Context: an optimization exercise on an open-source flow, tuned for small area. The choices shown serve that exercise and are no tape-out recipe. In this exercise RTL edits were held to simulation tests only and were not proved equivalent to the original. Power and IR drop assume default switching activity.

the previous run:
Design top, start of the top module:
module top
(
	input logic clk, 
    input logic n_rst,
    input logic hsel, hwrite, 
    input logic [1:0] hsize, htrans,
    input logic [3:0] haddr, 
    input logic [31:0] hwdata,
    input logic dplus_i, dminus_i,
    output logic [31:0] hrdata,
    output logic hresp, d_mode,
    output logic dplus_o, dminus_o
);
==> flow/config.mk <==
export PLATFORM = sky130hd
export DESIGN_NAME = top
export DESIGN_NICKNAME = top
export VERILOG_FILES = /design/flow/design.v
export SDC_FILE = /design/flow/constraint.sdc
export NUM_CORES = 8
export LEC_CHECK = 0
export CAP_MARGIN = 20
export CORE_MARGIN = 2
export CORE_UTILIZATION = 60
export PLACE_DENSITY = 0.7
export SLEW_MARGIN = 20
==> flow/constraint.sdc <==
create_clock -name core_clock -period 10.0 [get_ports {clk}]
set_input_delay 2.0000 -clock core_clock [delete_from_list [all_inputs] [get_ports {clk}]]
set_output_delay 2.0000 -clock core_clock [all_outputs]
set_load 0.01 [all_outputs]
standard.sh (not shown) runs the stock make flow with config.mk's settings and CLKGATE_MAP_FILE= SYNTH_SCRIPT=/design/flow/synth_recipe.tcl, a recipe that flattens the netlist after the stock synthesis.
==> flow/flow/run.sh <==
#!/bin/bash
# Layout flow: the standard synthesis; its combinational logic re-mapped for
# area with ABC (registers untouched); then the standard layout, with clock tree
# synthesis run without dummy loads and with larger sink clusters.
set -euo pipefail
W=$PWD
R=$W/orfs/results/$FLOW_PLATFORM/top/base
PLAT=$FLOW_HOME/platforms/$FLOW_PLATFORM
YOSYS=$(command -v yosys || echo $FLOW_HOME/../tools/install/yosys/bin/yosys)

# 1. standard synthesis only
bash standard.sh $R/1_2_yosys.v > synth.log 2>&1
cp $R/1_2_yosys.v $W/std_netlist.v

# 2. area re-map of the combinational logic
export LIBFILE=$PLAT/lib/sky130_fd_sc_hd__tt_025C_1v80.lib
export DONT_USE=$(sed -n '/DONT_USE_CELLS +=/,/^$/p' $PLAT/config.mk | grep -o 'sky130_fd_sc_hd__[a-z0-9_]*' | tr '\n' ' ')
export NETLIST=$W/std_netlist.v OUT=$W/remap_netlist.v TOP=$FLOW_TOP ABCSCRIPT=$W/flow/area.abc
$YOSYS -c $W/flow/remap.tcl > remap.log 2>&1
cp $W/remap_netlist.v $R/1_2_yosys.v
touch $R/1_2_yosys.v

# 3. the rest of the standard layout
export CTS_ARGS="-sink_clustering_enable -repair_clock_nets -dont_use_dummy_load -sink_clustering_size 25 -sink_clustering_max_diameter 80"
bash standard.sh > layout.log 2>&1
==> flow/flow/area.abc <==
&get -n
&st
&dch -f
&nf -p -R 1000 -F 8 -A 4
&st
&dch -f
&nf -p -R 1000 -F 8 -A 4
&put
topo
==> flow/flow/remap.tcl <==
# Re-map the combinational logic of the standard synthesis netlist with an
# area-oriented ABC script. Register instances (names and cell types) are kept.
set lib $::env(LIBFILE)
yosys read_liberty -ignore_miss_func $lib
yosys blackbox sky130_fd_sc_hd__df* sky130_fd_sc_hd__edf* sky130_fd_sc_hd__sdf* sky130_fd_sc_hd__sedf* sky130_fd_sc_hd__dl*
yosys read_verilog $::env(NETLIST)
yosys hierarchy -top $::env(TOP)
yosys flatten
yosys opt_clean -purge
yosys techmap
yosys opt -fast
set du {}
foreach c $::env(DONT_USE) { lappend du -dont_use $c }
yosys abc -script $::env(ABCSCRIPT) -liberty $lib {*}$du
yosys read_liberty -lib -overwrite $lib
yosys splitnets
yosys opt_clean -purge
yosys hilomap -singleton -hicell sky130_fd_sc_hd__conb_1 HI -locell sky130_fd_sc_hd__conb_1 LO
yosys tee -o $::env(OUT).stat stat -liberty $lib
yosys check -assert -mapped
yosys write_verilog -noattr -nohex -nodec $::env(OUT)
Input changes introduced in the current run (baseline for comparison: the previous run):
# the previous run
export LEC_CHECK = 0
export CAP_MARGIN = 20
export CORE_MARGIN = 2
export CORE_UTILIZATION = 60
export PLACE_DENSITY = 0.7
export SLEW_MARGIN = 20
create_clock -name core_clock -period 10.0 [get_ports {clk}]
# the current run
export LEC_CHECK = 0
export CAP_MARGIN = 20
export CORE_MARGIN = 2
export CORE_UTILIZATION = 70
export PLACE_DENSITY = 0.8
export SLEW_MARGIN = 20
create_clock -name core_clock -period 10.0 [get_ports {clk}]
-- flow/flow/run.sh --
<<< the previous run, line 23
# 3. the rest of the standard layout
export CTS_ARGS="-sink_clustering_enable -repair_clock_nets -dont_use_dummy_load -sink_clustering_size 25 -sink_clustering_max_diameter 80"
>>> the current run, line 23
# 3. the rest of the standard layout
# port buffers: the smallest buffer (repair_design resizes any that need it)
export BUFFER_PORTS_ARGS="-buffer_cell sky130_fd_sc_hd__buf_1"
export CTS_ARGS="-sink_clustering_enable -repair_clock_nets -dont_use_dummy_load -sink_clustering_size 25 -sink_clustering_max_diameter 80"
==> flow/flow/area.abc <==
&get -n
&st
&dch -f
&nf -p -R 1000 -F 8 -A 4 -E 100 -C 32
&st
&dch -f
&nf -p -R 1000 -F 8 -A 4 -E 100 -C 32
&put
topo
- The current run vs the previous run — utilization rose 11 points.
- As far as number of antenna-violating nets in the routed design goes, the previous run and the current run are indistinguishable; the numbers are identical.
- Per the comparison of the current run with the previous run, clock network fraction of design power fell 0.2 points; y dimension of the die fell about 8%; portion of total power attributed to combinational logic rose 0.4 points.

---

== the baseline ==
top, a different RTL version from the one above (not shown whole).
Size: about 3100 flip-flops, ~82 I/O pins, ~120000 um^2 of cells after synthesis.
Design top, start of the top module:
module top
(
	input logic clk, 
    input logic n_rst,
    input logic hsel, hwrite, 
    input logic [1:0] hsize, htrans,
    input logic [3:0] haddr, 
    input logic [31:0] hwdata,
    input logic dplus_i, dminus_i,
    output logic [31:0] hrdata,
    output logic hresp, d_mode,
    output logic dplus_o, dminus_o
);
Settings: LEC_CHECK=0, CAP_MARGIN=20, CORE_MARGIN=2, CORE_UTILIZATION=60, CTS_CLUSTER_DIAMETER=60, CTS_CLUSTER_SIZE=20, PLACE_DENSITY=0.7, SLEW_MARGIN=20; clock period 10.0 ns.
run.sh (not shown) runs the stock make flow with config.mk's settings and CLKGATE_MAP_FILE= SYNTH_SCRIPT=/design/flow/synth_recipe.tcl, a recipe that flattens the netlist after the stock synthesis.
Stock flow here: none of the scripts above is used.
Input changes introduced in the candidate (baseline for comparison: the baseline):
Settings: CTS_CLUSTER_DIAMETER: 60 -> unset; CTS_CLUSTER_SIZE: 20 -> unset.
==> flow/flow/run.sh (new file) <==
#!/bin/bash
# Layout flow: the standard synthesis; its combinational logic re-mapped for
# area with ABC (registers untouched); then the standard layout, with clock tree
# synthesis run without dummy loads and with larger sink clusters.
set -euo pipefail
W=$PWD
R=$W/orfs/results/$FLOW_PLATFORM/top/base
PLAT=$FLOW_HOME/platforms/$FLOW_PLATFORM
YOSYS=$(command -v yosys || echo $FLOW_HOME/../tools/install/yosys/bin/yosys)

# 1. standard synthesis only
bash standard.sh $R/1_2_yosys.v > synth.log 2>&1
cp $R/1_2_yosys.v $W/std_netlist.v

# 2. area re-map of the combinational logic
export LIBFILE=$PLAT/lib/sky130_fd_sc_hd__tt_025C_1v80.lib
export DONT_USE=$(sed -n '/DONT_USE_CELLS +=/,/^$/p' $PLAT/config.mk | grep -o 'sky130_fd_sc_hd__[a-z0-9_]*' | tr '\n' ' ')
export NETLIST=$W/std_netlist.v OUT=$W/remap_netlist.v TOP=$FLOW_TOP ABCSCRIPT=$W/flow/area.abc
$YOSYS -c $W/flow/remap.tcl > remap.log 2>&1
cp $W/remap_netlist.v $R/1_2_yosys.v
touch $R/1_2_yosys.v

# 3. the rest of the standard layout
export CTS_ARGS="-sink_clustering_enable -repair_clock_nets -dont_use_dummy_load -sink_clustering_size 20 -sink_clustering_max_diameter 60"
bash standard.sh > layout.log 2>&1
==> flow/flow/area.abc (new file) <==
&get -n
&st
&dch -f
&nf -p -R 1000 -F 8 -A 4
&put
topo
==> flow/flow/remap.tcl (new file) <==
# Re-map the combinational logic of the standard synthesis netlist with an
# area-oriented ABC script. Register instances (names and cell types) are kept.
set lib $::env(LIBFILE)
yosys read_liberty -ignore_miss_func $lib
yosys blackbox sky130_fd_sc_hd__df* sky130_fd_sc_hd__edf* sky130_fd_sc_hd__sdf* sky130_fd_sc_hd__sedf* sky130_fd_sc_hd__dl*
yosys read_verilog $::env(NETLIST)
yosys hierarchy -top $::env(TOP)
yosys flatten
yosys opt_clean -purge
yosys techmap
yosys opt -fast
set du {}
foreach c $::env(DONT_USE) { lappend du -dont_use $c }
yosys abc -script $::env(ABCSCRIPT) -liberty $lib {*}$du
yosys read_liberty -lib -overwrite $lib
yosys splitnets
yosys opt_clean -purge
yosys hilomap -singleton -hicell sky130_fd_sc_hd__conb_1 HI -locell sky130_fd_sc_hd__conb_1 LO
yosys tee -o $::env(OUT).stat stat -liberty $lib
yosys check -assert -mapped
yosys write_verilog -noattr -nohex -nodec $::env(OUT)
==> flow/standard.sh (new file) <==
#!/bin/bash
# synth_recipe.tcl (not shown) runs the flow's synth.tcl, then flattens the netlist and writes it again
# the make line also repeats each setting of config.mk as NAME=value (left out here)
make -C /OpenROAD-flow-scripts/flow DESIGN_CONFIG=/design/flow/config.mk WORK_HOME=/design/flow/orfs CLKGATE_MAP_FILE= SYNTH_SCRIPT=/design/flow/synth_recipe.tcl "${@:-finish}"
removed: flow/run.sh
Notes after the runs:
Diff the baseline -> the candidate: summed instance area of the synthesized netlist went down 4.0%; total power -7.2%; height of the die down about 2%. Final weighted congestion in routability-driven placement came out higher on the candidate than on the baseline. Relative to the baseline, the candidate improves placed wire-length estimate after detailed placement.

## static timing again, ports no longer ideal
The flow's constraints put no driver on any port. The routed layouts listed below were extracted and timed again, unchanged, in two steps.
Step 1 (the two cells are an assumption about what drives the block):
set clk [get_ports {clk}]
set_driving_cell -lib_cell sky130_fd_sc_hd__clkbuf_16 $clk
set_driving_cell -lib_cell sky130_fd_sc_hd__buf_2 [delete_from_list [all_inputs] $clk]
Step 2 also shifts input and output timing later by t, the mid clock arrival at the registers, as if the neighbouring blocks saw the same clock.
a / b / c = ideal / step 1 / step 2; a / b = the first two.
run | t (ns) | setup WS [ns] | clock arrival spread, ns | worst slew at a driven data input, ns | pins driven straight from the clock port
the previous run | 0.919 | 3.788 / 3.788 / 3.788 | 0.101 / 0.102 | 0.08 | 1
the current run | 0.890 | 3.775 / 3.775 / 3.775 | 0.129 / 0.130 | 0.07 | 1
the baseline | 0.988 | 3.903 / 3.903 / 3.903 | 0.071 / 0.071 | 0.09 | 1
the candidate | 0.942 | 3.540 / 3.540 / 3.540 | 0.125 / 0.125 | 0.07 | 1
After both steps setup and hold are still met in every run listed.
